Source: an optimization exercise on an open RTL-to-GDS flow (aim: small area and a short achievable clock period). Production flows keep margins and buffers that such runs may drop.
No functional check of the RTL was part of any run shown here.

### design/flow/design.v
module Systolic_array (
    input clk, reset,
    input [7:0] in_a, in_b,
    output [16:0] out_c
);
  reg [16:0] acc;
  reg kc;
  assign out_c = acc + {kc, 12'b0};
  wire pp1;
  assign pp1 = in_a[0] & in_b[0];
  wire pp2;
  assign pp2 = in_a[0] & in_b[1];
  wire pp3;
  assign pp3 = in_a[0] & in_b[2];
  wire pp4;
  assign pp4 = in_a[0] & in_b[3];
  wire pp5;
  assign pp5 = in_a[0] & in_b[4];
  wire pp6;
  assign pp6 = in_a[0] & in_b[5];
  wire pp7;
  assign pp7 = in_a[0] & in_b[6];
  wire pp8;
  assign pp8 = in_a[0] & in_b[7];
  wire pp9;
  assign pp9 = in_a[1] & in_b[0];
  wire pp10;
  assign pp10 = in_a[1] & in_b[1];
  wire pp11;
  assign pp11 = in_a[1] & in_b[2];
  wire pp12;
  assign pp12 = in_a[1] & in_b[3];
  wire pp13;
  assign pp13 = in_a[1] & in_b[4];
  wire pp14;
  assign pp14 = in_a[1] & in_b[5];
  wire pp15;
  assign pp15 = in_a[1] & in_b[6];
  wire pp16;
  assign pp16 = in_a[1] & in_b[7];
  wire pp17;
  assign pp17 = in_a[2] & in_b[0];
  wire pp18;
  assign pp18 = in_a[2] & in_b[1];
  wire pp19;
  assign pp19 = in_a[2] & in_b[2];
  wire pp20;
  assign pp20 = in_a[2] & in_b[3];
  wire pp21;
  assign pp21 = in_a[2] & in_b[4];
  wire pp22;
  assign pp22 = in_a[2] & in_b[5];
  wire pp23;
  assign pp23 = in_a[2] & in_b[6];
  wire pp24;
  assign pp24 = in_a[2] & in_b[7];
  wire pp25;
  assign pp25 = in_a[3] & in_b[0];
  wire pp26;
  assign pp26 = in_a[3] & in_b[1];
  wire pp27;
  assign pp27 = in_a[3] & in_b[2];
  wire pp28;
  assign pp28 = in_a[3] & in_b[3];
  wire pp29;
  assign pp29 = in_a[3] & in_b[4];
  wire pp30;
  assign pp30 = in_a[3] & in_b[5];
  wire pp31;
  assign pp31 = in_a[3] & in_b[6];
  wire pp32;
  assign pp32 = in_a[3] & in_b[7];
  wire pp33;
  assign pp33 = in_a[4] & in_b[0];
  wire pp34;
  assign pp34 = in_a[4] & in_b[1];
  wire pp35;
  assign pp35 = in_a[4] & in_b[2];
  wire pp36;
  assign pp36 = in_a[4] & in_b[3];
  wire pp37;
  assign pp37 = in_a[4] & in_b[4];
  wire pp38;
  assign pp38 = in_a[4] & in_b[5];
  wire pp39;
  assign pp39 = in_a[4] & in_b[6];
  wire pp40;
  assign pp40 = in_a[4] & in_b[7];
  wire pp41;
  assign pp41 = in_a[5] & in_b[0];
  wire pp42;
  assign pp42 = in_a[5] & in_b[1];
  wire pp43;
  assign pp43 = in_a[5] & in_b[2];
  wire pp44;
  assign pp44 = in_a[5] & in_b[3];
  wire pp45;
  assign pp45 = in_a[5] & in_b[4];
  wire pp46;
  assign pp46 = in_a[5] & in_b[5];
  wire pp47;
  assign pp47 = in_a[5] & in_b[6];
  wire pp48;
  assign pp48 = in_a[5] & in_b[7];
  wire pp49;
  assign pp49 = in_a[6] & in_b[0];
  wire pp50;
  assign pp50 = in_a[6] & in_b[1];
  wire pp51;
  assign pp51 = in_a[6] & in_b[2];
  wire pp52;
  assign pp52 = in_a[6] & in_b[3];
  wire pp53;
  assign pp53 = in_a[6] & in_b[4];
  wire pp54;
  assign pp54 = in_a[6] & in_b[5];
  wire pp55;
  assign pp55 = in_a[6] & in_b[6];
  wire pp56;
  assign pp56 = in_a[6] & in_b[7];
  wire pp57;
  assign pp57 = in_a[7] & in_b[0];
  wire pp58;
  assign pp58 = in_a[7] & in_b[1];
  wire pp59;
  assign pp59 = in_a[7] & in_b[2];
  wire pp60;
  assign pp60 = in_a[7] & in_b[3];
  wire pp61;
  assign pp61 = in_a[7] & in_b[4];
  wire pp62;
  assign pp62 = in_a[7] & in_b[5];
  wire pp63;
  assign pp63 = in_a[7] & in_b[6];
  wire pp64;
  assign pp64 = in_a[7] & in_b[7];
  wire s65;
  wire k66;
  mm_ha u66 (.a(acc[5]), .b(pp6), .s(s65), .co(k66));
  wire s67;
  wire k68;
  mm_fa u68 (.a(acc[6]), .b(pp7), .c(pp14), .s(s67), .co(k68));
  wire s69;
  wire k70;
  mm_ha u70 (.a(pp21), .b(pp28), .s(s69), .co(k70));
  wire s71;
  wire k72;
  mm_fa u72 (.a(acc[7]), .b(pp8), .c(pp15), .s(s71), .co(k72));
  wire s73;
  wire k74;
  mm_fa u74 (.a(pp22), .b(pp29), .c(pp36), .s(s73), .co(k74));
  wire s75;
  wire k76;
  mm_ha u76 (.a(pp43), .b(pp50), .s(s75), .co(k76));
  wire s77;
  wire k78;
  mm_fa u78 (.a(acc[8]), .b(pp16), .c(pp23), .s(s77), .co(k78));
  wire s79;
  wire k80;
  mm_fa u80 (.a(pp30), .b(pp37), .c(pp44), .s(s79), .co(k80));
  wire s81;
  wire k82;
  mm_ha u82 (.a(pp51), .b(pp58), .s(s81), .co(k82));
  wire s83;
  wire k84;
  mm_fa u84 (.a(acc[9]), .b(pp24), .c(pp31), .s(s83), .co(k84));
  wire s85;
  wire k86;
  mm_fa u86 (.a(pp38), .b(pp45), .c(pp52), .s(s85), .co(k86));
  wire s87;
  wire k88;
  mm_fa u88 (.a(acc[10]), .b(pp32), .c(pp39), .s(s87), .co(k88));
  wire s89;
  wire k90;
  mm_ha u90 (.a(acc[3]), .b(pp4), .s(s89), .co(k90));
  wire s91;
  wire k92;
  mm_fa u92 (.a(acc[4]), .b(pp5), .c(pp12), .s(s91), .co(k92));
  wire s93;
  wire k94;
  mm_ha u94 (.a(pp19), .b(pp26), .s(s93), .co(k94));
  wire s95;
  wire k96;
  mm_fa u96 (.a(pp13), .b(pp20), .c(pp27), .s(s95), .co(k96));
  wire s97;
  wire k98;
  mm_fa u98 (.a(pp34), .b(pp41), .c(s65), .s(s97), .co(k98));
  wire s99;
  wire k100;
  mm_fa u100 (.a(pp35), .b(pp42), .c(pp49), .s(s99), .co(k100));
  wire s101;
  wire k102;
  mm_fa u102 (.a(k66), .b(s69), .c(s67), .s(s101), .co(k102));
  wire s103;
  wire k104;
  mm_fa u104 (.a(pp57), .b(k70), .c(s75), .s(s103), .co(k104));
  wire s105;
  wire k106;
  mm_fa u106 (.a(k68), .b(s71), .c(s73), .s(s105), .co(k106));
  wire s107;
  wire k108;
  mm_fa u108 (.a(k76), .b(s81), .c(k72), .s(s107), .co(k108));
  wire s109;
  wire k110;
  mm_fa u110 (.a(k74), .b(s77), .c(s79), .s(s109), .co(k110));
  wire s111;
  wire k112;
  mm_fa u112 (.a(pp59), .b(k82), .c(k78), .s(s111), .co(k112));
  wire s113;
  wire k114;
  mm_fa u114 (.a(k80), .b(s83), .c(s85), .s(s113), .co(k114));
  wire s115;
  wire k116;
  mm_fa u116 (.a(pp46), .b(pp53), .c(pp60), .s(s115), .co(k116));
  wire s117;
  wire k118;
  mm_fa u118 (.a(k84), .b(k86), .c(s87), .s(s117), .co(k118));
  wire s119;
  wire k120;
  mm_fa u120 (.a(acc[11]), .b(pp40), .c(pp47), .s(s119), .co(k120));
  wire s121;
  wire k122;
  mm_fa u122 (.a(pp54), .b(pp61), .c(k88), .s(s121), .co(k122));
  wire s123;
  wire k124;
  mm_fa u124 (.a(acc[12]), .b(kc), .c(pp48), .s(s123), .co(k124));
  wire s125;
  wire k126;
  mm_ha u126 (.a(pp55), .b(pp62), .s(s125), .co(k126));
  wire s127;
  wire k128;
  mm_ha u128 (.a(acc[13]), .b(pp56), .s(s127), .co(k128));
  wire s129;
  wire k130;
  mm_ha u130 (.a(acc[2]), .b(pp3), .s(s129), .co(k130));
  wire s131;
  wire k132;
  mm_fa u132 (.a(pp11), .b(pp18), .c(pp25), .s(s131), .co(k132));
  wire s133;
  wire k134;
  mm_fa u134 (.a(pp33), .b(k90), .c(s93), .s(s133), .co(k134));
  wire s135;
  wire k136;
  mm_fa u136 (.a(k94), .b(k92), .c(s95), .s(s135), .co(k136));
  wire s137;
  wire k138;
  mm_fa u138 (.a(k96), .b(s99), .c(k98), .s(s137), .co(k138));
  wire s139;
  wire k140;
  mm_fa u140 (.a(k100), .b(s103), .c(k102), .s(s139), .co(k140));
  wire s141;
  wire k142;
  mm_fa u142 (.a(k104), .b(s107), .c(k106), .s(s141), .co(k142));
  wire s143;
  wire k144;
  mm_fa u144 (.a(k108), .b(s111), .c(k110), .s(s143), .co(k144));
  wire s145;
  wire k146;
  mm_fa u146 (.a(s115), .b(k112), .c(k114), .s(s145), .co(k146));
  wire s147;
  wire k148;
  mm_fa u148 (.a(k116), .b(s119), .c(s121), .s(s147), .co(k148));
  wire s149;
  wire k150;
  mm_fa u150 (.a(s125), .b(k120), .c(s123), .s(s149), .co(k150));
  wire s151;
  wire k152;
  mm_fa u152 (.a(pp63), .b(k126), .c(s127), .s(s151), .co(k152));
  wire s153;
  wire k154;
  mm_ha u154 (.a(acc[14]), .b(pp64), .s(s153), .co(k154));
  wire s155;
  wire k156;
  mm_ha u156 (.a(acc[1]), .b(pp2), .s(s155), .co(k156));
  wire s157;
  wire k158;
  mm_fa u158 (.a(pp10), .b(pp17), .c(s129), .s(s157), .co(k158));
  wire s159;
  wire k160;
  mm_fa u160 (.a(k130), .b(s89), .c(s131), .s(s159), .co(k160));
  wire s161;
  wire k162;
  mm_fa u162 (.a(k132), .b(s91), .c(s133), .s(s161), .co(k162));
  wire s163;
  wire k164;
  mm_fa u164 (.a(k134), .b(s97), .c(s135), .s(s163), .co(k164));
  wire s165;
  wire k166;
  mm_fa u166 (.a(k136), .b(s101), .c(s137), .s(s165), .co(k166));
  wire s167;
  wire k168;
  mm_fa u168 (.a(s105), .b(k138), .c(s139), .s(s167), .co(k168));
  wire s169;
  wire k170;
  mm_fa u170 (.a(s109), .b(k140), .c(s141), .s(s169), .co(k170));
  wire s171;
  wire k172;
  mm_fa u172 (.a(s113), .b(k142), .c(s143), .s(s171), .co(k172));
  wire s173;
  wire k174;
  mm_fa u174 (.a(s117), .b(k144), .c(s145), .s(s173), .co(k174));
  wire s175;
  wire k176;
  mm_fa u176 (.a(k118), .b(k146), .c(s147), .s(s175), .co(k176));
  wire s177;
  wire k178;
  mm_fa u178 (.a(k122), .b(s149), .c(k148), .s(s177), .co(k178));
  wire s179;
  wire k180;
  mm_fa u180 (.a(k124), .b(s151), .c(k150), .s(s179), .co(k180));
  wire s181;
  wire k182;
  mm_fa u182 (.a(k128), .b(s153), .c(k152), .s(s181), .co(k182));
  wire s183;
  wire k184;
  mm_ha u184 (.a(acc[15]), .b(k154), .s(s183), .co(k184));
  wire s185;
  wire k186;
  mm_ha u186 (.a(acc[0]), .b(pp1), .s(s185), .co(k186));
  wire s187;
  wire k188;
  mm_fa u188 (.a(pp9), .b(k186), .c(s155), .s(s187), .co(k188));
  wire s189;
  wire k190;
  mm_fa u190 (.a(k156), .b(k188), .c(s157), .s(s189), .co(k190));
  wire s191;
  wire k192;
  mm_ha u192 (.a(s159), .b(k158), .s(s191), .co(k192));
  wire s193;
  wire k194;
  mm_ha u194 (.a(s161), .b(k160), .s(s193), .co(k194));
  wire s195;
  wire k196;
  mm_ha u196 (.a(s163), .b(k162), .s(s195), .co(k196));
  wire s197;
  wire k198;
  mm_ha u198 (.a(s165), .b(k164), .s(s197), .co(k198));
  wire s199;
  wire k200;
  mm_ha u200 (.a(s167), .b(k166), .s(s199), .co(k200));
  wire s201;
  wire k202;
  mm_ha u202 (.a(s169), .b(k168), .s(s201), .co(k202));
  wire s203;
  wire k204;
  mm_ha u204 (.a(s171), .b(k170), .s(s203), .co(k204));
  wire s205;
  wire k206;
  mm_ha u206 (.a(s173), .b(k172), .s(s205), .co(k206));
  wire s207;
  wire k208;
  mm_ha u208 (.a(s175), .b(k174), .s(s207), .co(k208));
  wire g209;
  assign g209 = k192 | (s191 & k190);
  wire g210;
  assign g210 = k194 | (s193 & g209);
  wire p211;
  assign p211 = s193 & s191;
  wire g212;
  assign g212 = k196 | (s195 & k194);
  wire p213;
  assign p213 = s195 & s193;
  wire g214;
  assign g214 = k198 | (s197 & k196);
  wire p215;
  assign p215 = s197 & s195;
  wire g216;
  assign g216 = k200 | (s199 & k198);
  wire p217;
  assign p217 = s199 & s197;
  wire g218;
  assign g218 = k202 | (s201 & k200);
  wire p219;
  assign p219 = s201 & s199;
  wire g220;
  assign g220 = k204 | (s203 & k202);
  wire p221;
  assign p221 = s203 & s201;
  wire g222;
  assign g222 = k206 | (s205 & k204);
  wire p223;
  assign p223 = s205 & s203;
  wire g224;
  assign g224 = k208 | (s207 & k206);
  wire p225;
  assign p225 = s207 & s205;
  wire g226;
  assign g226 = g212 | (p213 & g209);
  wire p227;
  assign p227 = p213 & s191;
  wire g228;
  assign g228 = g214 | (p215 & g210);
  wire p229;
  assign p229 = p215 & p211;
  wire g230;
  assign g230 = g216 | (p217 & g212);
  wire p231;
  assign p231 = p217 & p213;
  wire g232;
  assign g232 = g218 | (p219 & g214);
  wire p233;
  assign p233 = p219 & p215;
  wire g234;
  assign g234 = g220 | (p221 & g216);
  wire p235;
  assign p235 = p221 & p217;
  wire g236;
  assign g236 = g222 | (p223 & g218);
  wire p237;
  assign p237 = p223 & p219;
  wire g238;
  assign g238 = g224 | (p225 & g220);
  wire p239;
  assign p239 = p225 & p221;
  wire g240;
  assign g240 = g230 | (p231 & g209);
  wire p241;
  assign p241 = p231 & s191;
  wire g242;
  assign g242 = g232 | (p233 & g210);
  wire p243;
  assign p243 = p233 & p211;
  wire g244;
  assign g244 = g234 | (p235 & g226);
  wire p245;
  assign p245 = p235 & p227;
  wire g246;
  assign g246 = g236 | (p237 & g228);
  wire p247;
  assign p247 = p237 & p229;
  wire g248;
  assign g248 = g238 | (p239 & g230);
  wire p249;
  assign p249 = p239 & p231;
  wire g250;
  assign g250 = g248 | (p249 & g209);
  wire p251;
  assign p251 = p249 & s191;
  wire s252;
  wire k253;
  mm_ha u253 (.a(s177), .b(k176), .s(s252), .co(k253));
  wire s254;
  wire k255;
  mm_ha u255 (.a(s179), .b(k178), .s(s254), .co(k255));
  wire s256;
  wire k257;
  mm_ha u257 (.a(s181), .b(k180), .s(s256), .co(k257));
  wire s258;
  wire k259;
  mm_ha u259 (.a(s183), .b(k182), .s(s258), .co(k259));
  wire s260;
  wire k261;
  mm_ha u261 (.a(acc[16]), .b(k184), .s(s260), .co(k261));
  wire g262;
  assign g262 = k255 | (s254 & k253);
  wire p263;
  assign p263 = s254 & s252;
  wire g264;
  assign g264 = k257 | (s256 & k255);
  wire p265;
  assign p265 = s256 & s254;
  wire g266;
  assign g266 = k259 | (s258 & k257);
  wire p267;
  assign p267 = s258 & s256;
  wire g268;
  assign g268 = k261 | (s260 & k259);
  wire p269;
  assign p269 = s260 & s258;
  wire g270;
  assign g270 = g264 | (p265 & k253);
  wire p271;
  assign p271 = p265 & s252;
  wire g272;
  assign g272 = g266 | (p267 & g262);
  wire p273;
  assign p273 = p267 & p263;
  wire g274;
  assign g274 = g268 | (p269 & g264);
  wire p275;
  assign p275 = p269 & p265;
  wire g276;
  assign g276 = g274 | (p275 & k253);
  wire p277;
  assign p277 = p275 & s252;
  wire [16:0] sum = {(s260 ^ g272), (s258 ^ g270), (s256 ^ g262), (s254 ^ k253), (s252 ^ 1'b0), (s207 ^ g246), (s205 ^ g244), (s203 ^ g242), (s201 ^ g240), (s199 ^ g228), (s197 ^ g226), (s195 ^ g210), (s193 ^ g209), (s191 ^ k190), s189, s187, s185};
  always @(posedge clk or posedge reset) begin
    if (reset) begin
      acc <= 17'b0;
      kc <= 1'b0;
    end else begin
      acc <= sum;
      kc <= g250;
    end
  end
endmodule
module Systolic_array_int (
    input clk, reset,
    input [7:0] in_a, in_b,
    output reg [16:0] out_c
);
  wire [16:0] acc = out_c;
  wire pp1;
  assign pp1 = in_a[0] & in_b[0];
  wire pp2;
  assign pp2 = in_a[0] & in_b[1];
  wire pp3;
  assign pp3 = in_a[0] & in_b[2];
  wire pp4;
  assign pp4 = in_a[0] & in_b[3];
  wire pp5;
  assign pp5 = in_a[0] & in_b[4];
  wire pp6;
  assign pp6 = in_a[0] & in_b[5];
  wire pp7;
  assign pp7 = in_a[0] & in_b[6];
  wire pp8;
  assign pp8 = in_a[0] & in_b[7];
  wire pp9;
  assign pp9 = in_a[1] & in_b[0];
  wire pp10;
  assign pp10 = in_a[1] & in_b[1];
  wire pp11;
  assign pp11 = in_a[1] & in_b[2];
  wire pp12;
  assign pp12 = in_a[1] & in_b[3];
  wire pp13;
  assign pp13 = in_a[1] & in_b[4];
  wire pp14;
  assign pp14 = in_a[1] & in_b[5];
  wire pp15;
  assign pp15 = in_a[1] & in_b[6];
  wire pp16;
  assign pp16 = in_a[1] & in_b[7];
  wire pp17;
  assign pp17 = in_a[2] & in_b[0];
  wire pp18;
  assign pp18 = in_a[2] & in_b[1];
  wire pp19;
  assign pp19 = in_a[2] & in_b[2];
  wire pp20;
  assign pp20 = in_a[2] & in_b[3];
  wire pp21;
  assign pp21 = in_a[2] & in_b[4];
  wire pp22;
  assign pp22 = in_a[2] & in_b[5];
  wire pp23;
  assign pp23 = in_a[2] & in_b[6];
  wire pp24;
  assign pp24 = in_a[2] & in_b[7];
  wire pp25;
  assign pp25 = in_a[3] & in_b[0];
  wire pp26;
  assign pp26 = in_a[3] & in_b[1];
  wire pp27;
  assign pp27 = in_a[3] & in_b[2];
  wire pp28;
  assign pp28 = in_a[3] & in_b[3];
  wire pp29;
  assign pp29 = in_a[3] & in_b[4];
  wire pp30;
  assign pp30 = in_a[3] & in_b[5];
  wire pp31;
  assign pp31 = in_a[3] & in_b[6];
  wire pp32;
  assign pp32 = in_a[3] & in_b[7];
  wire pp33;
  assign pp33 = in_a[4] & in_b[0];
  wire pp34;
  assign pp34 = in_a[4] & in_b[1];
  wire pp35;
  assign pp35 = in_a[4] & in_b[2];
  wire pp36;
  assign pp36 = in_a[4] & in_b[3];
  wire pp37;
  assign pp37 = in_a[4] & in_b[4];
  wire pp38;
  assign pp38 = in_a[4] & in_b[5];
  wire pp39;
  assign pp39 = in_a[4] & in_b[6];
  wire pp40;
  assign pp40 = in_a[4] & in_b[7];
  wire pp41;
  assign pp41 = in_a[5] & in_b[0];
  wire pp42;
  assign pp42 = in_a[5] & in_b[1];
  wire pp43;
  assign pp43 = in_a[5] & in_b[2];
  wire pp44;
  assign pp44 = in_a[5] & in_b[3];
  wire pp45;
  assign pp45 = in_a[5] & in_b[4];
  wire pp46;
  assign pp46 = in_a[5] & in_b[5];
  wire pp47;
  assign pp47 = in_a[5] & in_b[6];
  wire pp48;
  assign pp48 = in_a[5] & in_b[7];
  wire pp49;
  assign pp49 = in_a[6] & in_b[0];
  wire pp50;
  assign pp50 = in_a[6] & in_b[1];
  wire pp51;
  assign pp51 = in_a[6] & in_b[2];
  wire pp52;
  assign pp52 = in_a[6] & in_b[3];
  wire pp53;
  assign pp53 = in_a[6] & in_b[4];
  wire pp54;
  assign pp54 = in_a[6] & in_b[5];
  wire pp55;
  assign pp55 = in_a[6] & in_b[6];
  wire pp56;
  assign pp56 = in_a[6] & in_b[7];
  wire pp57;
  assign pp57 = in_a[7] & in_b[0];
  wire pp58;
  assign pp58 = in_a[7] & in_b[1];
  wire pp59;
  assign pp59 = in_a[7] & in_b[2];
  wire pp60;
  assign pp60 = in_a[7] & in_b[3];
  wire pp61;
  assign pp61 = in_a[7] & in_b[4];
  wire pp62;
  assign pp62 = in_a[7] & in_b[5];
  wire pp63;
  assign pp63 = in_a[7] & in_b[6];
  wire pp64;
  assign pp64 = in_a[7] & in_b[7];
  wire s65;
  wire k66;
  mm_ha u66 (.a(acc[5]), .b(pp6), .s(s65), .co(k66));
  wire s67;
  wire k68;
  mm_fa u68 (.a(acc[6]), .b(pp7), .c(pp14), .s(s67), .co(k68));
  wire s69;
  wire k70;
  mm_ha u70 (.a(pp21), .b(pp28), .s(s69), .co(k70));
  wire s71;
  wire k72;
  mm_fa u72 (.a(acc[7]), .b(pp8), .c(pp15), .s(s71), .co(k72));
  wire s73;
  wire k74;
  mm_fa u74 (.a(pp22), .b(pp29), .c(pp36), .s(s73), .co(k74));
  wire s75;
  wire k76;
  mm_ha u76 (.a(pp43), .b(pp50), .s(s75), .co(k76));
  wire s77;
  wire k78;
  mm_fa u78 (.a(acc[8]), .b(pp16), .c(pp23), .s(s77), .co(k78));
  wire s79;
  wire k80;
  mm_fa u80 (.a(pp30), .b(pp37), .c(pp44), .s(s79), .co(k80));
  wire s81;
  wire k82;
  mm_ha u82 (.a(pp51), .b(pp58), .s(s81), .co(k82));
  wire s83;
  wire k84;
  mm_fa u84 (.a(acc[9]), .b(pp24), .c(pp31), .s(s83), .co(k84));
  wire s85;
  wire k86;
  mm_fa u86 (.a(pp38), .b(pp45), .c(pp52), .s(s85), .co(k86));
  wire s87;
  wire k88;
  mm_fa u88 (.a(acc[10]), .b(pp32), .c(pp39), .s(s87), .co(k88));
  wire s89;
  wire k90;
  mm_ha u90 (.a(acc[3]), .b(pp4), .s(s89), .co(k90));
  wire s91;
  wire k92;
  mm_fa u92 (.a(acc[4]), .b(pp5), .c(pp12), .s(s91), .co(k92));
  wire s93;
  wire k94;
  mm_ha u94 (.a(pp19), .b(pp26), .s(s93), .co(k94));
  wire s95;
  wire k96;
  mm_fa u96 (.a(pp13), .b(pp20), .c(pp27), .s(s95), .co(k96));
  wire s97;
  wire k98;
  mm_fa u98 (.a(pp34), .b(pp41), .c(s65), .s(s97), .co(k98));
  wire s99;
  wire k100;
  mm_fa u100 (.a(pp35), .b(pp42), .c(pp49), .s(s99), .co(k100));
  wire s101;
  wire k102;
  mm_fa u102 (.a(k66), .b(s69), .c(s67), .s(s101), .co(k102));
  wire s103;
  wire k104;
  mm_fa u104 (.a(pp57), .b(k70), .c(s75), .s(s103), .co(k104));
  wire s105;
  wire k106;
  mm_fa u106 (.a(k68), .b(s71), .c(s73), .s(s105), .co(k106));
  wire s107;
  wire k108;
  mm_fa u108 (.a(k76), .b(s81), .c(k72), .s(s107), .co(k108));
  wire s109;
  wire k110;
  mm_fa u110 (.a(k74), .b(s77), .c(s79), .s(s109), .co(k110));
  wire s111;
  wire k112;
  mm_fa u112 (.a(pp59), .b(k82), .c(k78), .s(s111), .co(k112));
  wire s113;
  wire k114;
  mm_fa u114 (.a(k80), .b(s83), .c(s85), .s(s113), .co(k114));
  wire s115;
  wire k116;
  mm_fa u116 (.a(pp46), .b(pp53), .c(pp60), .s(s115), .co(k116));
  wire s117;
  wire k118;
  mm_fa u118 (.a(k84), .b(k86), .c(s87), .s(s117), .co(k118));
  wire s119;
  wire k120;
  mm_fa u120 (.a(acc[11]), .b(pp40), .c(pp47), .s(s119), .co(k120));
  wire s121;
  wire k122;
  mm_fa u122 (.a(pp54), .b(pp61), .c(k88), .s(s121), .co(k122));
  wire s123;
  wire k124;
  mm_fa u124 (.a(acc[12]), .b(pp48), .c(pp55), .s(s123), .co(k124));
  wire s125;
  wire k126;
  mm_ha u126 (.a(acc[2]), .b(pp3), .s(s125), .co(k126));
  wire s127;
  wire k128;
  mm_fa u128 (.a(pp11), .b(pp18), .c(pp25), .s(s127), .co(k128));
  wire s129;
  wire k130;
  mm_fa u130 (.a(pp33), .b(k90), .c(s93), .s(s129), .co(k130));
  wire s131;
  wire k132;
  mm_fa u132 (.a(k94), .b(k92), .c(s95), .s(s131), .co(k132));
  wire s133;
  wire k134;
  mm_fa u134 (.a(k96), .b(s99), .c(k98), .s(s133), .co(k134));
  wire s135;
  wire k136;
  mm_fa u136 (.a(k100), .b(s103), .c(k102), .s(s135), .co(k136));
  wire s137;
  wire k138;
  mm_fa u138 (.a(k104), .b(s107), .c(k106), .s(s137), .co(k138));
  wire s139;
  wire k140;
  mm_fa u140 (.a(k108), .b(s111), .c(k110), .s(s139), .co(k140));
  wire s141;
  wire k142;
  mm_fa u142 (.a(s115), .b(k112), .c(k114), .s(s141), .co(k142));
  wire s143;
  wire k144;
  mm_fa u144 (.a(k116), .b(s119), .c(s121), .s(s143), .co(k144));
  wire s145;
  wire k146;
  mm_fa u146 (.a(pp62), .b(k120), .c(s123), .s(s145), .co(k146));
  wire s147;
  wire k148;
  mm_fa u148 (.a(acc[13]), .b(pp56), .c(pp63), .s(s147), .co(k148));
  wire s149;
  wire k150;
  mm_ha u150 (.a(acc[1]), .b(pp2), .s(s149), .co(k150));
  wire s151;
  wire k152;
  mm_fa u152 (.a(pp10), .b(pp17), .c(s125), .s(s151), .co(k152));
  wire s153;
  wire k154;
  mm_fa u154 (.a(k126), .b(s89), .c(s127), .s(s153), .co(k154));
  wire s155;
  wire k156;
  mm_fa u156 (.a(k128), .b(s91), .c(s129), .s(s155), .co(k156));
  wire s157;
  wire k158;
  mm_fa u158 (.a(k130), .b(s97), .c(s131), .s(s157), .co(k158));
  wire s159;
  wire k160;
  mm_fa u160 (.a(k132), .b(s101), .c(s133), .s(s159), .co(k160));
  wire s161;
  wire k162;
  mm_fa u162 (.a(s105), .b(k134), .c(s135), .s(s161), .co(k162));
  wire s163;
  wire k164;
  mm_fa u164 (.a(s109), .b(k136), .c(s137), .s(s163), .co(k164));
  wire s165;
  wire k166;
  mm_fa u166 (.a(s113), .b(k138), .c(s139), .s(s165), .co(k166));
  wire s167;
  wire k168;
  mm_fa u168 (.a(s117), .b(k140), .c(s141), .s(s167), .co(k168));
  wire s169;
  wire k170;
  mm_fa u170 (.a(k118), .b(k142), .c(s143), .s(s169), .co(k170));
  wire s171;
  wire k172;
  mm_fa u172 (.a(k122), .b(s145), .c(k144), .s(s171), .co(k172));
  wire s173;
  wire k174;
  mm_fa u174 (.a(k124), .b(s147), .c(k146), .s(s173), .co(k174));
  wire s175;
  wire k176;
  mm_fa u176 (.a(acc[14]), .b(pp64), .c(k148), .s(s175), .co(k176));
  wire s177;
  wire k178;
  mm_ha u178 (.a(acc[0]), .b(pp1), .s(s177), .co(k178));
  wire s179;
  wire k180;
  mm_fa u180 (.a(pp9), .b(k178), .c(s149), .s(s179), .co(k180));
  wire s181;
  wire k182;
  mm_fa u182 (.a(k150), .b(k180), .c(s151), .s(s181), .co(k182));
  wire s183;
  wire k184;
  mm_fa u184 (.a(k152), .b(s153), .c(k182), .s(s183), .co(k184));
  wire s185;
  wire k186;
  mm_fa u186 (.a(k154), .b(s155), .c(k184), .s(s185), .co(k186));
  wire s187;
  wire k188;
  mm_ha u188 (.a(s157), .b(k156), .s(s187), .co(k188));
  wire s189;
  wire k190;
  mm_ha u190 (.a(s159), .b(k158), .s(s189), .co(k190));
  wire s191;
  wire k192;
  mm_ha u192 (.a(s161), .b(k160), .s(s191), .co(k192));
  wire s193;
  wire k194;
  mm_ha u194 (.a(s163), .b(k162), .s(s193), .co(k194));
  wire s195;
  wire k196;
  mm_ha u196 (.a(s165), .b(k164), .s(s195), .co(k196));
  wire s197;
  wire k198;
  mm_ha u198 (.a(s167), .b(k166), .s(s197), .co(k198));
  wire s199;
  wire k200;
  mm_ha u200 (.a(s169), .b(k168), .s(s199), .co(k200));
  wire s201;
  wire k202;
  mm_ha u202 (.a(s171), .b(k170), .s(s201), .co(k202));
  wire s203;
  wire k204;
  mm_ha u204 (.a(s173), .b(k172), .s(s203), .co(k204));
  wire s205;
  wire k206;
  mm_ha u206 (.a(s175), .b(k174), .s(s205), .co(k206));
  wire s207;
  wire k208;
  mm_ha u208 (.a(acc[15]), .b(k176), .s(s207), .co(k208));
  wire g209;
  assign g209 = k188 | (s187 & k186);
  wire g210;
  assign g210 = k190 | (s189 & g209);
  wire p211;
  assign p211 = s189 & s187;
  wire g212;
  assign g212 = k194 | (s193 & k192);
  wire p213;
  assign p213 = s193 & s191;
  wire g214;
  assign g214 = k198 | (s197 & k196);
  wire p215;
  assign p215 = s197 & s195;
  wire g216;
  assign g216 = k202 | (s201 & k200);
  wire p217;
  assign p217 = s201 & s199;
  wire g218;
  assign g218 = k206 | (s205 & k204);
  wire p219;
  assign p219 = s205 & s203;
  wire g220;
  assign g220 = 1'b0 | (acc[16] & k208);
  wire p221;
  assign p221 = acc[16] & s207;
  wire g222;
  assign g222 = k192 | (s191 & g210);
  wire p223;
  assign p223 = s191 & p211;
  wire g224;
  assign g224 = g212 | (p213 & g210);
  wire p225;
  assign p225 = p213 & p211;
  wire g226;
  assign g226 = k200 | (s199 & g214);
  wire p227;
  assign p227 = s199 & p215;
  wire g228;
  assign g228 = g216 | (p217 & g214);
  wire p229;
  assign p229 = p217 & p215;
  wire g230;
  assign g230 = k208 | (s207 & g218);
  wire p231;
  assign p231 = s207 & p219;
  wire g232;
  assign g232 = g220 | (p221 & g218);
  wire p233;
  assign p233 = p221 & p219;
  wire g234;
  assign g234 = k196 | (s195 & g224);
  wire p235;
  assign p235 = s195 & p225;
  wire g236;
  assign g236 = g214 | (p215 & g224);
  wire p237;
  assign p237 = p215 & p225;
  wire g238;
  assign g238 = g226 | (p227 & g224);
  wire p239;
  assign p239 = p227 & p225;
  wire g240;
  assign g240 = g228 | (p229 & g224);
  wire p241;
  assign p241 = p229 & p225;
  wire g242;
  assign g242 = k204 | (s203 & g240);
  wire p243;
  assign p243 = s203 & p241;
  wire g244;
  assign g244 = g218 | (p219 & g240);
  wire p245;
  assign p245 = p219 & p241;
  wire g246;
  assign g246 = g230 | (p231 & g240);
  wire p247;
  assign p247 = p231 & p241;
  wire g248;
  assign g248 = g232 | (p233 & g240);
  wire p249;
  assign p249 = p233 & p241;
  wire [16:0] sum = {(acc[16] ^ g246), (s207 ^ g244), (s205 ^ g242), (s203 ^ g240), (s201 ^ g238), (s199 ^ g236), (s197 ^ g234), (s195 ^ g224), (s193 ^ g222), (s191 ^ g210), (s189 ^ g209), (s187 ^ k186), s185, s183, s181, s179, s177};
  always @(posedge clk or posedge reset) begin
    if (reset)
      out_c <= 17'b0;
    else
      out_c <= sum;
  end
endmodule
module mm_fa (input a, b, c, output s, co);
  assign s = a ^ b ^ c;
  assign co = (a & b) | (c & (a ^ b));
endmodule
module mm_ha (input a, b, output s, co);
  assign s = a ^ b;
  assign co = a & b;
endmodule
module Matrix_Multiplication (
  input clk, reset,
  input [7:0] a1, a2, a3, a4, b1, b2, b3, b4,
  output [16:0] c1, c2, c3, c4, c5, c6, c7, c8, c9, c10, c11, c12, c13, c14, c15, c16
);
  reg [7:0] ad1_0, ad1_1, ad1_2, ad1_3, ad2_0, ad2_1, ad2_2, ad2_3, ad3_0, ad3_1, ad3_2, ad3_3;
  reg [7:0] bd1_0, bd1_1, bd1_2, bd1_3, bd2_0, bd2_1, bd2_2, bd2_3, bd3_0, bd3_1, bd3_2, bd3_3;
  wire [7:0] ad0_0 = a1, ad0_1 = a2, ad0_2 = a3, ad0_3 = a4;
  wire [7:0] bd0_0 = b1, bd0_1 = b2, bd0_2 = b3, bd0_3 = b4;
  always @(posedge clk or posedge reset) begin
    if (reset) begin
      ad1_0 <= 8'b00000000;
      ad1_1 <= 8'b00000000;
      ad1_2 <= 8'b00000000;
      ad1_3 <= 8'b00000000;
      ad2_0 <= 8'b00000000;
      ad2_1 <= 8'b00000000;
      ad2_2 <= 8'b00000000;
      ad2_3 <= 8'b00000000;
      ad3_0 <= 8'b00000000;
      ad3_1 <= 8'b00000000;
      ad3_2 <= 8'b00000000;
      ad3_3 <= 8'b00000000;
      bd1_0 <= 8'b00000000;
      bd1_1 <= 8'b00000000;
      bd1_2 <= 8'b00000000;
      bd1_3 <= 8'b00000000;
      bd2_0 <= 8'b00000000;
      bd2_1 <= 8'b00000000;
      bd2_2 <= 8'b00000000;
      bd2_3 <= 8'b00000000;
      bd3_0 <= 8'b00000000;
      bd3_1 <= 8'b00000000;
      bd3_2 <= 8'b00000000;
      bd3_3 <= 8'b00000000;
    end else begin
      ad1_0 <= ad0_0;
      ad1_1 <= ad0_1;
      ad1_2 <= ad0_2;
      ad1_3 <= ad0_3;
      ad2_0 <= ad1_0;
      ad2_1 <= ad1_1;
      ad2_2 <= ad1_2;
      ad2_3 <= ad1_3;
      ad3_0 <= ad2_0;
      ad3_1 <= ad2_1;
      ad3_2 <= ad2_2;
      ad3_3 <= ad2_3;
      bd1_0 <= bd0_0;
      bd1_1 <= bd0_1;
      bd1_2 <= bd0_2;
      bd1_3 <= bd0_3;
      bd2_0 <= bd1_0;
      bd2_1 <= bd1_1;
      bd2_2 <= bd1_2;
      bd2_3 <= bd1_3;
      bd3_0 <= bd2_0;
      bd3_1 <= bd2_1;
      bd3_2 <= bd2_2;
      bd3_3 <= bd2_3;
    end
  end
  Systolic_array B1 (.clk(clk), .reset(reset), .in_a(ad0_0), .in_b(bd0_0), .out_c(c1));
  Systolic_array B2 (.clk(clk), .reset(reset), .in_a(ad0_1), .in_b(bd1_0), .out_c(c2));
  Systolic_array B3 (.clk(clk), .reset(reset), .in_a(ad0_2), .in_b(bd2_0), .out_c(c3));
  Systolic_array B4 (.clk(clk), .reset(reset), .in_a(ad0_3), .in_b(bd3_0), .out_c(c4));
  Systolic_array B5 (.clk(clk), .reset(reset), .in_a(ad1_0), .in_b(bd0_1), .out_c(c5));
  Systolic_array_int B6 (.clk(clk), .reset(reset), .in_a(ad1_1), .in_b(bd1_1), .out_c(c6));
  Systolic_array_int B7 (.clk(clk), .reset(reset), .in_a(ad1_2), .in_b(bd2_1), .out_c(c7));
  Systolic_array_int B8 (.clk(clk), .reset(reset), .in_a(ad1_3), .in_b(bd3_1), .out_c(c8));
  Systolic_array B9 (.clk(clk), .reset(reset), .in_a(ad2_0), .in_b(bd0_2), .out_c(c9));
  Systolic_array_int B10 (.clk(clk), .reset(reset), .in_a(ad2_1), .in_b(bd1_2), .out_c(c10));
  Systolic_array_int B11 (.clk(clk), .reset(reset), .in_a(ad2_2), .in_b(bd2_2), .out_c(c11));
  Systolic_array_int B12 (.clk(clk), .reset(reset), .in_a(ad2_3), .in_b(bd3_2), .out_c(c12));
  Systolic_array B13 (.clk(clk), .reset(reset), .in_a(ad3_0), .in_b(bd0_3), .out_c(c13));
  Systolic_array_int B14 (.clk(clk), .reset(reset), .in_a(ad3_1), .in_b(bd1_3), .out_c(c14));
  Systolic_array_int B15 (.clk(clk), .reset(reset), .in_a(ad3_2), .in_b(bd2_3), .out_c(c15));
  Systolic_array_int B16 (.clk(clk), .reset(reset), .in_a(ad3_3), .in_b(bd3_3), .out_c(c16));
endmodule
### design/flow/standard.sh
#!/bin/bash
# synth_recipe.tcl (not shown) runs the flow's synth.tcl, then flattens the netlist and writes it again
# the make line also repeats each setting of config.mk as NAME=value (left out here)
make -C /OpenROAD-flow-scripts/flow DESIGN_CONFIG=/design/flow/config.mk WORK_HOME=/design/flow/orfs CLKGATE_MAP_FILE= SYNTH_SCRIPT=/design/flow/synth_recipe.tcl "${@:-finish}"
### design/flow/flow/run.sh
#!/bin/bash
set -uo pipefail
export BUFFER_PORTS_ARGS="-buffer_cell sky130_fd_sc_hd__buf_1"
export CTS_ARGS="-sink_clustering_enable -repair_clock_nets -sink_clustering_size 24 -sink_clustering_max_diameter 150"
bash standard.sh > flow_standard.log 2>&1
### design/flow/constraint.sdc
create_clock -name core_clock -period 6.5 [get_ports {clk}]
set_input_delay 1.3000 -clock core_clock [delete_from_list [all_inputs] [get_ports {clk}]]
set_output_delay 1.3000 -clock core_clock [all_outputs]
set_load 0.01 [all_outputs]
### design/flow/config.mk
export PLATFORM = sky130hd
export DESIGN_NAME = Matrix_Multiplication
export DESIGN_NICKNAME = Matrix_Multiplication
export VERILOG_FILES = /design/flow/design.v
export SDC_FILE = /design/flow/constraint.sdc
export NUM_CORES = 4
export LEC_CHECK = 0
export CAP_MARGIN = 20
export CORE_MARGIN = 2
export CORE_UTILIZATION = 40
export SETUP_SLACK_MARGIN = 2.0
export SLEW_MARGIN = 20
export SYNTH_HIERARCHICAL = 1
export SYNTH_MINIMUM_KEEP_SIZE = 0
==> qor.yml, run 1 <==
route:
  viasPerCell: 5.04
  drt_first_pass_iters: 5
  drtIter0Drc: 1024
  wl_per_cell_um: 20.8
  drt_wl_total_mm: 112
  dr_total_vias: 27000
  ant_nets: 0
  drc: 0
finish:
  stdcell_count: 5366
  drive_gt1_share_pct: 6.60
  area_growth_pct: 8.54
  final_nets: 5198
global_routing:
  grt_antenna_before_repair: 14
  gr-total-overflow: 0
  grt_pass1_vias: 30600
  grt_pass1_wl_mm: 179
  grt_max_degree: 128
  grt_usage_pct: 20.0
clock_tree:
  htree_num_levels: 1
  clock_sinks: 471
  clkSlewWorstSetupHoldPaths_ns: 0.10
  cts_buffers: 23
  cts_tree: "built"
  worstSkewPairLatency_ns: 0.62
  root_buffer: "clkbuf_16"
  cts_max_path_buffers: 3
sta:
  setup_tns_ns: 0
  setup_viol: 0
  rsz0062_at_grt: "true"
  slew_headroom_pct: 46.7
  clock_skew_ns: 0.0190
  tightestPinTransition_ns: 0.799
  hold_violations: 0
  fin_crit_sh_pct: 67.2
  max_freq_mhz: 229
  slew_violations: 0
  fin_crit_ns: 4.37
worst_setup_path:
  cp-end-kind: "register"
  criticalPathCategory: "reg2reg"
  crit_fanout: 8
  required_ns: 7.03
  startpoint_type: "register"
  crit_arrival_ns: 4.90
run_status:
  outcome: "timing/DRC/antenna clean"
floorplan:
  core_um2: 112000
  start_util_pct: 40.2
  row_count: 123
  dieArea_um2: 115000
  die-height_um: 340
  io_pins: 338
  die_w_um: 340
place:
  dpl.hpwl_mm: 91.0
  gp_congestion: 0.872
  placed_cells: 5278
  io_buffers: 337
synthesis:
  syn_nets: 4855
  ys_warn_count: 9
  syn_area_per_cell_um2: 12.8
  netlist_area_um2: 45100
  ys_seq_area_share_pct: 26.1
  yosysUniqueCellTypes: 32
  synth_seq_cells: 471
  syn_inst: 3522
hold_path:
  hp-class: "reg2reg"
flow_run:
  drv_cap: 0
metrics by stage:
| stage | utilization (%) | setup WS (ns) | instance area (um^2) | hold slack, ns |
|---|---|---|---|---|
| after global placement | 42.5 | 1.68 | 47600 | 0.460 |
| after global routing | 43.6 | 1.95 | 48900 | 0.490 |
| final | 43.6 | 2.13 | 48900 | 0.476 |
| after detailed placement | 42.5 | 1.66 | 47600 | 0.462 |
| after CTS | 43.2 | 2.01 | 48500 | 0.482 |
| after floorplan | - | 2.22 | 45100 | 0.431 |
state kept, by name (all words and copies together), names as in the netlist, 17 cells and up:
signal	cells
B11.out_c	17
B10.out_c	17
B1.acc	17
B13.acc	17
B5.acc	17
B2.acc	17
B8.out_c	17
B16.out_c	17
B15.out_c	17
B9.acc	17
B7.out_c	17
B3.acc	17
B4.acc	17
B6.out_c	17
B14.out_c	17
B12.out_c	17
area by class of cell:
type,count,area [um^2]
Fill cell,10500,63300
Multi-Input combinational cell,2943,32800
Sequential cell,471,11900
Tap cell,1500,1880
Timing Repair Buffer,402,1770
Clock buffer,23,576
Inverter,24,93.8
Clock inverter,2,13.8
Antenna cell,1,2.50
critical path, cell delays in order, from the launching register on:
cell and delay (ns):
dfrtp_1 0.49, and2_1 0.22, fa_1 0.52, fa_1 0.45, fa_1 0.42, fa_1 0.38, ha_1 0.19, or2_2 0.27
ha_1 0.20, o211ai_1 0.20, nand2_1 0.14, a41o_4 0.25, nand2_1 0.06, nand2_1 0.05, ha_1 0.18, nor2_1 0.13
xnor2_1 0.14
logic make-up after synthesis:
group / after synthesis / share of synthesized area, %
xor gates and xnor gates: 131 / 2.54
AOI/OAI and AO/OA: 244 / 3.91
muxes: 7 / 0.155
DFF: 471 / 26.1
buffers and inverters: 108 / 1.60
and+or+nand+nor: 1294 / 16.9
adders and majority gates: 1267 / 48.8
worst paths after layout:
path	from	endpoint	slack, ns	cells after the start
min in group asynchronous	reset	B12.out_c[7]	1.20	2
min reg2reg	B16.out_c[16]	B16.out_c[16]	0.48	1
max	ad3_2[2]	B15.out_c[14]	2.13	16
max reg2reg	ad3_2[2]	B15.out_c[14]	2.13	16
max in group asynchronous	reset	ad2_3[3]	3.91	4
min	B16.out_c[16]	B16.out_c[16]	0.48	1
metal layers:
layer	vias up	wire (um)	GRT usage (%)
met4	22	2780	4.57
met3	116	6040	4.31
met2	424	54800	33.7
li1	12100	-	-
met5	-	141	0
met1	14400	47900	26.4
cell usage in the layout, fill, tap and decap left out, types with 6 or more instances in the layout:
cell / instances
nand2_1: 90
nand2b_1: 7
a221oi_2: 9
nor3_1: 14
a21oi_2: 7
nand3_1: 30
a41oi_1: 9
fa_2: 24
clkbuf_16: 23
a211oi_1: 9
o21ai_1: 7
ha_1: 441
a221oi_1: 7
o211ai_1: 16
nand4_1: 7
mux2i_1: 7
a21o_1: 37
a21oi_1: 76
buf_4: 61
a41o_1: 7
nor2_1: 76
a21boi_2: 7
a211oi_2: 7
buf_1: 336
o21ai_0: 23
nor2_2: 6
dfrtp_2: 55
nor2b_1: 7
xnor2_1: 117
o211ai_2: 7
a31oi_1: 14
inv_1: 23
fa_1: 794
and2_1: 1026
xor2_1: 14
or2_2: 24
dfrtp_1: 416
per-module statistics from Yosys, one instance, submodules excluded:
module | times used | area (um^2) | cells inside
Systolic_array_int | 9 | 1090 | 119
mm_fa | 818 | 20.0 | 1
Matrix_Multiplication | 1 | 4810 | 193
mm_ha | 369 | 12.5 | 1
Systolic_array | 7 | 1360 | 153
cells in the mapped netlist:
library cell | instances | area [um^2]
nor2_1 | 82 | 308
o211ai_1 | 16 | 120
a211oi_1 | 9 | 67.6
a221oi_1 | 7 | 61.3
o211ai_2 | 7 | 87.6
a21oi_2 | 7 | 61.3
a31oi_1 | 14 | 87.6
a41o_1 | 9 | 90.1
nor2b_1 | 7 | 43.8
fa_1 | 818 | 16400
o21ai_1 | 7 | 35.0
nor3_1 | 14 | 70.1
buf_4 | 84 | 631
xnor2_1 | 117 | 1020
inv_1 | 24 | 90.1
ha_1 | 449 | 5620
o21ai_0 | 23 | 115
or2_2 | 25 | 156
a211oi_2 | 7 | 87.6
nand4_1 | 7 | 43.8
a41oi_1 | 9 | 78.8
a21oi_1 | 76 | 380
dfrtp_1 | 471 | 11800
a21o_1 | 37 | 278
nand2_1 | 91 | 342
mux2i_1 | 7 | 70.1
a21boi_2 | 7 | 78.8
nand2b_1 | 7 | 43.8
a221oi_2 | 9 | 135
and2_1 | 1031 | 6450
nand3_1 | 30 | 150
xor2_1 | 14 | 123
what timing repair did:
| action | in CTS | in global routing |
|---|---|---|
| setup endpoints to repair | 21 | 31 |
| buffers inserted | 26 | 36 |
| pin swaps | 10 | 41 |
| hold buffers | 0 | 0 |
| resized for setup | 32 | 74 |
==> inputs of run 2 (changes only) <==
--- a/design/flow/config.mk
+++ b/design/flow/config.mk
@@ -10,3 +10,3 @@
 export CORE_UTILIZATION = 40
-export SETUP_SLACK_MARGIN = 2.0
+export SETUP_SLACK_MARGIN = 2.3
 export SLEW_MARGIN = 20
==> qor.yml, run 2 <==
run_status:
  outcome: "timing/DRC/antenna clean"
worst_setup_path:
  criticalPathCategory: "reg2reg"
  cp-end-kind: "register"
  crit_chain: "buf_6 -> and2_4 -> ha_4 -> fa_1 -> fa_2 -> fa_2 -> fa_2 -> ha_4 -> or2_4 -> ha_4 -> o211ai_1 -> nand2_1 -> a41o_1 -> nand2_1 -> nand2_2 -> ha_4 -> nor2_2 -> xnor2_1"
  startpoint_type: "register"
  critPathLaunch: "bd3_1[2]"
  required_ns: 7.04
  crit_arrival_ns: 4.78
  timing.rr.start: "bd3_1[2]"
  crit_fanout: 5
  cp_slowest_cell: "fa_1"
  critPathMaxStageDelay_ns: 0.47
  r2r_slack_ns: 2.25
  r2r_cells: 18
  crit_buf_inv: 1
  worstReg2RegEnd: "B8.out_c[14]"
  critPathTopFamily: "adder cells"
  path_depth: 18
  critPathMostFrequentCell: "ha_4"
sta:
  tightestPinTransition_ns: 1.01
  setup_tns_ns: 0
  setup_viol: 0
  max_freq_mhz: 235
  clock_skew_ns: 0.0535
  fin_crit_ns: 4.25
  slew_violations: 0
  slew_headroom_pct: 32.6
  fin_crit_sh_pct: 65.3
  rsz0062_at_grt: "true"
  hold-worst-slack_ns: 0.464
  hold_violations: 0
floorplan:
  io_pins: 338
  dieArea_um2: 115000
  die_w_um: 340
  core_um2: 112000
  die-height_um: 340
  start_util_pct: 40.2
  row_count: 123
synthesis:
  netlist_area_um2: 45100
  synthTopCellsByArea: "fa_1 36%, dfrtp_1 26%, and2_1 14%"
  synthAdderAreaFrac_pct: 48.8
  syn_area_per_cell_um2: 12.8
  ys_seq_area_share_pct: 26.1
  synth_xor_area_share_pct: 2.54
  synth_top_family_by_area: "adder cells"
  syn_nets: 4855
  synth_top_cell_by_area: "fa_1"
  synth-main-ff-cell: "dfrtp_1"
  syn_inst: 3522
  synthSimpleGateAreaFrac_pct: 16.9
  synth_top_cells_by_count: "1031 x and2_1, 818 x fa_1, 471 x dfrtp_1"
  synthArstFlopShare_pct: 100
  synth_seq_cells: 471
  yosysTopAreaCellShare_pct: 36.3
  synth_compound_area_share_pct: 3.91
  ys_warn_count: 9
  yosysMostFrequentCell: "and2_1"
  muxShareOfSynthArea_pct: 0.155
  synth_edf_count: 0
  yosysUniqueCellTypes: 32
global_routing:
  grt_max_degree: 169
  gr-total-overflow: 0
  grt_antenna_before_repair: 1
  grt_pass1_wl_mm: 181
  grt_usage_pct: 20.1
  grt_pass1_vias: 31400
finish:
  postLayoutCellArea_um2: 50200
  final_nets: 5223
  fillers: 10300
  area_growth_pct: 11.4
  regArea_um2: 11900
  diodes: 0
  layout_commonest_cell: "and2_1"
  multi_input_area_um2: 33600
  layout.cells.most_common_list: "1007 x and2_1, 767 x fa_1, 401 x dfrtp_1"
  drive_gt1_share_pct: 11.0
clock_tree:
  worstSkewPairLatency_ns: 0.65
  holdBufCountCts: 0
  clkSlewWorstSetupHoldPaths_ns: 0.12
  cts_tree: "built"
  clock_sinks: 471
  root_buffer: "clkbuf_16"
  htree_num_levels: 1
  cts_buffers: 24
  cts_max_path_buffers: 3
route:
  dr_total_vias: 27300
  wl_per_cell_um: 20.7
  drt_first_pass_iters: 4
  ant_nets: 0
  drc: 0
  drtIter0Drc: 1189
  drt_wl_total_mm: 112
  viasPerCell: 5.07
hold_path:
  whs_path_depth: 0
  min_from: "ad2_3[0]"
  holdPathEnd: "ad3_3[0]"
  hp-class: "reg2reg"
flow_run:
  drv_cap: 0
place:
  dpl.hpwl_mm: 88.2
  placed_cell_area_um2: 47800
  io_buffers: 337
  gp_congestion: 0.865
run 2: cell counts after synthesis:
No cell type changed its count.
run 2: how the worst max path moves through the flow:
stage	endpoint	slack, ns
2_1_floorplan	B1.kc	2.30
5_1_grt	B11.out_c[14]	2.06
3_5_place_dp	B9.acc[11]	1.72
6_report	B8.out_c[14]	2.25
3_3_place_gp	B9.acc[11]	1.73
4_1_cts	B8.out_c[14]	2.18
run 2: per-module statistics from Yosys, one instance, submodules excluded:
module | cells inside | flip-flops and latches | times used | area [um^2]
mm_ha | 1 | 0 | 369 | 12.5
mm_fa | 1 | 0 | 818 | 20.0
Systolic_array_int | 119 | 17 | 9 | 1090
Systolic_array | 153 | 18 | 7 | 1360
Matrix_Multiplication | 193 | 192 | 1 | 4810
run 2: kinds of logic after synthesis:
family / count (synthesis)
compound gates: 244
xor+xnor: 131
fa+ha+maj: 1267
buf+inv: 108
flops: 471
mux: 7
simple gates: 1294
run 2: what timing repair did:
| item | in CTS | in global routing |
|---|---|---|
| resized for setup | 156 | 132 |
| pin swaps | 122 | 124 |
| endpoints found under the setup margin | 62 | 65 |
| buffers inserted | 54 | 33 |
run 2: final cells by class:
class / count / area share, %
tap: 1500 / 3.74
sequential: 471 / 23.6
multi-input combinational: 2943 / 67.0
clock inverter: 4 / 0.0872
inverter: 24 / 0.187
timing repair buffer: 426 / 4.10
clock buffer: 26 / 1.25
run 2: per-stage QoR:
| step | setup WS [ns] | instances | utilization [%] |
|---|---|---|---|
| 2_1_floorplan | 2.30 | 3522 | - |
| 5_1_grt | 2.06 | 5394 | 44.8 |
| 3_3_place_gp | 1.73 | 5277 | 42.6 |
| 6_report | 2.25 | 5394 | 44.8 |
| 3_5_place_dp | 1.72 | 5277 | 42.6 |
| 4_1_cts | 2.18 | 5361 | 44.0 |
run 2: routing by layer:
metal  track usage, %  vias up  part of all wire, %  routed length [um]
met1             26.7    14600                   43               48200
met5                0        -                    0                   0
met4             5.07        0                  2.8                3110
met2             33.9      439                   49               54900
met3             3.69      108                  4.9                5410
li1                 -    12200                    -                   -
==> inputs of run 3 (changes only) <==
--- a/design/flow/design.v
+++ b/design/flow/design.v
@@ -812,3 +812,3 @@
   wire k186;
-  mm_fa u186 (.a(k154), .b(s155), .c(k184), .s(s185), .co(k186));
+  mm_ha u186 (.a(s155), .b(k154), .s(s185), .co(k186));
   wire s187;
@@ -847,31 +847,31 @@
   wire g209;
-  assign g209 = k188 | (s187 & k186);
+  assign g209 = k186 | (s185 & k184);
   wire g210;
-  assign g210 = k190 | (s189 & g209);
+  assign g210 = k188 | (s187 & g209);
   wire p211;
-  assign p211 = s189 & s187;
+  assign p211 = s187 & s185;
   wire g212;
-  assign g212 = k194 | (s193 & k192);
+  assign g212 = k192 | (s191 & k190);
   wire p213;
-  assign p213 = s193 & s191;
+  assign p213 = s191 & s189;
   wire g214;
-  assign g214 = k198 | (s197 & k196);
+  assign g214 = k196 | (s195 & k194);
   wire p215;
-  assign p215 = s197 & s195;
+  assign p215 = s195 & s193;
   wire g216;
-  assign g216 = k202 | (s201 & k200);
+  assign g216 = k200 | (s199 & k198);
   wire p217;
-  assign p217 = s201 & s199;
+  assign p217 = s199 & s197;
   wire g218;
-  assign g218 = k206 | (s205 & k204);
+  assign g218 = k204 | (s203 & k202);
   wire p219;
-  assign p219 = s205 & s203;
+  assign p219 = s203 & s201;
   wire g220;
-  assign g220 = 1'b0 | (acc[16] & k208);
+  assign g220 = k208 | (s207 & k206);
   wire p221;
-  assign p221 = acc[16] & s207;
+  assign p221 = s207 & s205;
   wire g222;
-  assign g222 = k192 | (s191 & g210);
+  assign g222 = k190 | (s189 & g210);
   wire p223;
-  assign p223 = s191 & p211;
+  assign p223 = s189 & p211;
   wire g224;
@@ -881,5 +881,5 @@
   wire g226;
-  assign g226 = k200 | (s199 & g214);
+  assign g226 = k198 | (s197 & g214);
   wire p227;
-  assign p227 = s199 & p215;
+  assign p227 = s197 & p215;
   wire g228;
@@ -889,5 +889,5 @@
   wire g230;
-  assign g230 = k208 | (s207 & g218);
+  assign g230 = k206 | (s205 & g218);
   wire p231;
-  assign p231 = s207 & p219;
+  assign p231 = s205 & p219;
   wire g232;
@@ -897,5 +897,5 @@
   wire g234;
-  assign g234 = k196 | (s195 & g224);
+  assign g234 = k194 | (s193 & g224);
   wire p235;
-  assign p235 = s195 & p225;
+  assign p235 = s193 & p225;
   wire g236;
@@ -913,18 +913,26 @@
   wire g242;
-  assign g242 = k204 | (s203 & g240);
+  assign g242 = 1'b0 | (acc[16] & g232);
   wire p243;
-  assign p243 = s203 & p241;
+  assign p243 = acc[16] & p233;
   wire g244;
-  assign g244 = g218 | (p219 & g240);
+  assign g244 = k202 | (s201 & g240);
   wire p245;
-  assign p245 = p219 & p241;
+  assign p245 = s201 & p241;
   wire g246;
-  assign g246 = g230 | (p231 & g240);
+  assign g246 = g218 | (p219 & g240);
   wire p247;
-  assign p247 = p231 & p241;
+  assign p247 = p219 & p241;
   wire g248;
-  assign g248 = g232 | (p233 & g240);
+  assign g248 = g230 | (p231 & g240);
   wire p249;
-  assign p249 = p233 & p241;
-  wire [16:0] sum = {(acc[16] ^ g246), (s207 ^ g244), (s205 ^ g242), (s203 ^ g240), (s201 ^ g238), (s199 ^ g236), (s197 ^ g234), (s195 ^ g224), (s193 ^ g222), (s191 ^ g210), (s189 ^ g209), (s187 ^ k186), s185, s183, s181, s179, s177};
+  assign p249 = p231 & p241;
+  wire g250;
+  assign g250 = g232 | (p233 & g240);
+  wire p251;
+  assign p251 = p233 & p241;
+  wire g252;
+  assign g252 = g242 | (p243 & g240);
+  wire p253;
+  assign p253 = p243 & p241;
+  wire [16:0] sum = {(acc[16] ^ g250), (s207 ^ g248), (s205 ^ g246), (s203 ^ g244), (s201 ^ g240), (s199 ^ g238), (s197 ^ g236), (s195 ^ g234), (s193 ^ g224), (s191 ^ g222), (s189 ^ g210), (s187 ^ g209), (s185 ^ k184), s183, s181, s179, s177};
   always @(posedge clk or posedge reset) begin
==> qor.yml, run 3 <==
run_status:
  outcome: "timing/DRC/antenna clean"
clock_tree:
  worstSkewPairLatency_ns: 0.63
  cts_buffers: 24
  clkSlewWorstSetupHoldPaths_ns: 0.11
  htree_num_levels: 1
  cts_tree: "built"
  cts_max_path_buffers: 3
  clock_sinks: 471
  holdBufCountCts: 0
  root_buffer: "clkbuf_16"
floorplan:
  die_w_um: 341
  row_count: 123
  die-height_um: 341
  core_um2: 113000
  io_pins: 338
  dieArea_um2: 116000
  start_util_pct: 40.4
synthesis:
  synthAdderAreaFrac_pct: 48.2
  synth_top_family_by_area: "adder cells"
  synth_top_cell_by_area: "fa_1"
  synth_xor_area_share_pct: 2.87
  synth_seq_cells: 471
  synthTopCellsByArea: "fa_1 36%, dfrtp_1 26%, and2_1 14%"
  syn_nets: 4927
  yosysTopAreaCellShare_pct: 35.6
  ys_seq_area_share_pct: 25.9
  synth_compound_area_share_pct: 4.10
  yosysUniqueCellTypes: 34
  yosysMostFrequentCell: "and2_1"
  synthArstFlopShare_pct: 100
  synth_edf_count: 0
  ys_warn_count: 9
  synth_top_cells_by_count: "1031 x and2_1, 809 x fa_1, 471 x dfrtp_1"
  synth-main-ff-cell: "dfrtp_1"
  synthSimpleGateAreaFrac_pct: 17.0
  syn_inst: 3594
  syn_area_per_cell_um2: 12.7
  muxShareOfSynthArea_pct: 0.154
  netlist_area_um2: 45500
place:
  placed_cell_area_um2: 48200
  io_buffers: 337
  gp_congestion: 0.864
  dpl.hpwl_mm: 89.9
  pre_cts_ws_ns: 1.74
route:
  ant_nets: 0
  viasPerCell: 5.02
  dr_total_vias: 27900
  drt_wl_total_mm: 115
  drc: 0
  drtIter0Drc: 1058
  drt_first_pass_iters: 5
  wl_per_cell_um: 20.8
sta:
  finalWorstSetupSlack_ns: 2.28
  max_freq_mhz: 237
  clock_skew_ns: 0.0181
  setup_viol: 0
  tightestPinTransition_ns: 0.867
  rsz0062_at_grt: "true"
  hold_violations: 0
  fin_crit_ns: 4.22
  setup_tns_ns: 0
  slew_violations: 0
  slew_headroom_pct: 42.1
  hold-worst-slack_ns: 0.472
  fin_crit_sh_pct: 64.9
global_routing:
  grt_pass1_wl_mm: 185
  gr-total-overflow: 0
  grt_antenna_before_repair: 1
  grt_usage_pct: 20.4
  grt_pass1_vias: 31800
  grt_max_degree: 112
finish:
  area_growth_pct: 13.3
  drive_gt1_share_pct: 14.4
  postLayoutCellArea_um2: 51500
  diodes: 0
  final_nets: 5379
  layout_commonest_cell: "and2_1"
  layout.cells.most_common_list: "1001 x and2_1, 770 x fa_1, 381 x ha_1"
worst_setup_path:
  cp-end-kind: "register"
  required_ns: 7.05
  crit_arrival_ns: 4.77
  startpoint_type: "register"
  criticalPathCategory: "reg2reg"
  crit_fanout: 6
flow_run:
  drv_cap: 0
hold_path:
  hp-class: "reg2reg"
[run 3: layout make-up]
type / count / area, um^2
clock buffer: 27 / 643
clock inverter: 5 / 88.8
fill: 10400 / 61100
inverter: 51 / 195
multi-input combinational: 2988 / 34200
sequential: 471 / 11900
tap: 1500 / 1880
timing repair buffer: 510 / 2660
[run 3: per-module statistics from Yosys (local to each module, per instance)]
module / flip-flops and latches / cell area, um^2 / cells
Matrix_Multiplication: 192 / 4810 / 193
Systolic_array_int: 17 / 1140 / 127
mm_ha: 0 / 12.5 / 1
Systolic_array: 18 / 1360 / 153
mm_fa: 0 / 20.0 / 1
[run 3: logic make-up after synthesis]
logic type               Yosys count
buffers and inverters            135
AND/OR/NAND/NOR                 1294
multiplexers                       7
flip-flops                       471
adder cells (fa/ha/maj)         1267
XOR/XNOR                         149
AO/OA/AOI/OAI                    271
[run 3: through the flow]
stage               util (%)  std cells
floorplan                  -       3594
global placement        42.8       5351
detailed placement      42.8       5351
CTS                     44.6       5503
global route            45.7       5552
finish                  45.7       5552
[run 3: worst paths after layout]
kind                                 end           from  depth (start not counted)  slack (ns)
max                        B14.out_c[13]       bd1_3[3]                         14        2.28
min                        B11.out_c[16]  B11.out_c[16]                          1        0.47
max reg2reg                B14.out_c[13]       bd1_3[3]                         14        2.28
min reg2reg                B11.out_c[16]  B11.out_c[16]                          1        0.47
max in group asynchronous       bd3_2[6]          reset                          5        4.21
min in group asynchronous   B10.out_c[4]          reset                          3        1.15
[run 3: critical path, cell delays in order (launching register included)]
cell      delay, ns
dfrtp_2        0.50
clkbuf_4       0.22
and2_1         0.16
fa_1           0.46
fa_1           0.40
fa_1           0.47
fa_1           0.58
ha_4           0.24
a21o_1         0.21
a31o_4         0.23
a21oi_4        0.15
o21bai_1       0.09
ha_2           0.21
nor2_4         0.12
xnor2_2        0.12
[run 3: repair_timing]
action | in CTS | in global routing
pin swaps | 64 | 162
buffers inserted | 120 | 49
setup endpoints to repair | 19 | 48
resized for setup | 118 | 206
[run 3: per-layer routing]
metal  track usage [%]  part of all wire, %
met1              27.5                   43
met2              35.0                   50
met3              3.35                  4.5
met4              3.75                  1.9
met5                 0                    0

[afterwards: timing with drivers on the ports]
In the flow no input, the clock included, has a driving cell. The finished layouts below were timed again as built, in two steps.
Step 1: set_driving_cell puts a clkbuf_16 on clk and a buf_2 on each other input, an assumption about the parent block.
Step 2, shift: input delay + t, output delay - t, t = (earliest + latest rising clock arrival at the registers) / 2. This alone moves slack from input paths to output paths.
Slacks: ideal ports / drivers / drivers and shift; pairs: ideal ports / drivers.
| run | t (ns) | setup slack, ns | hold slack, ns | worst setup path after step 2 | clock arrival spread, ns |
|---|---|---|---|---|---|
| run 1 | 0.683 | 2.130 / 2.130 / 1.635 | 0.476 / 0.476 / 0.476 | input to register | 0.023 / 0.024 |
| run 2 | 0.695 | 2.253 / 2.253 / 1.781 | 0.464 / 0.464 / 0.464 | input to register | 0.057 / 0.056 |
| run 3 | 0.697 | 2.280 / 2.280 / 1.715 | 0.472 / 0.472 / 0.472 | input to register | 0.023 / 0.023 |
After both steps every run listed still meets setup and hold. The setup slack of run 3, which loses most, moves by 0.000 ns with the drivers and by -0.565 ns with both steps.
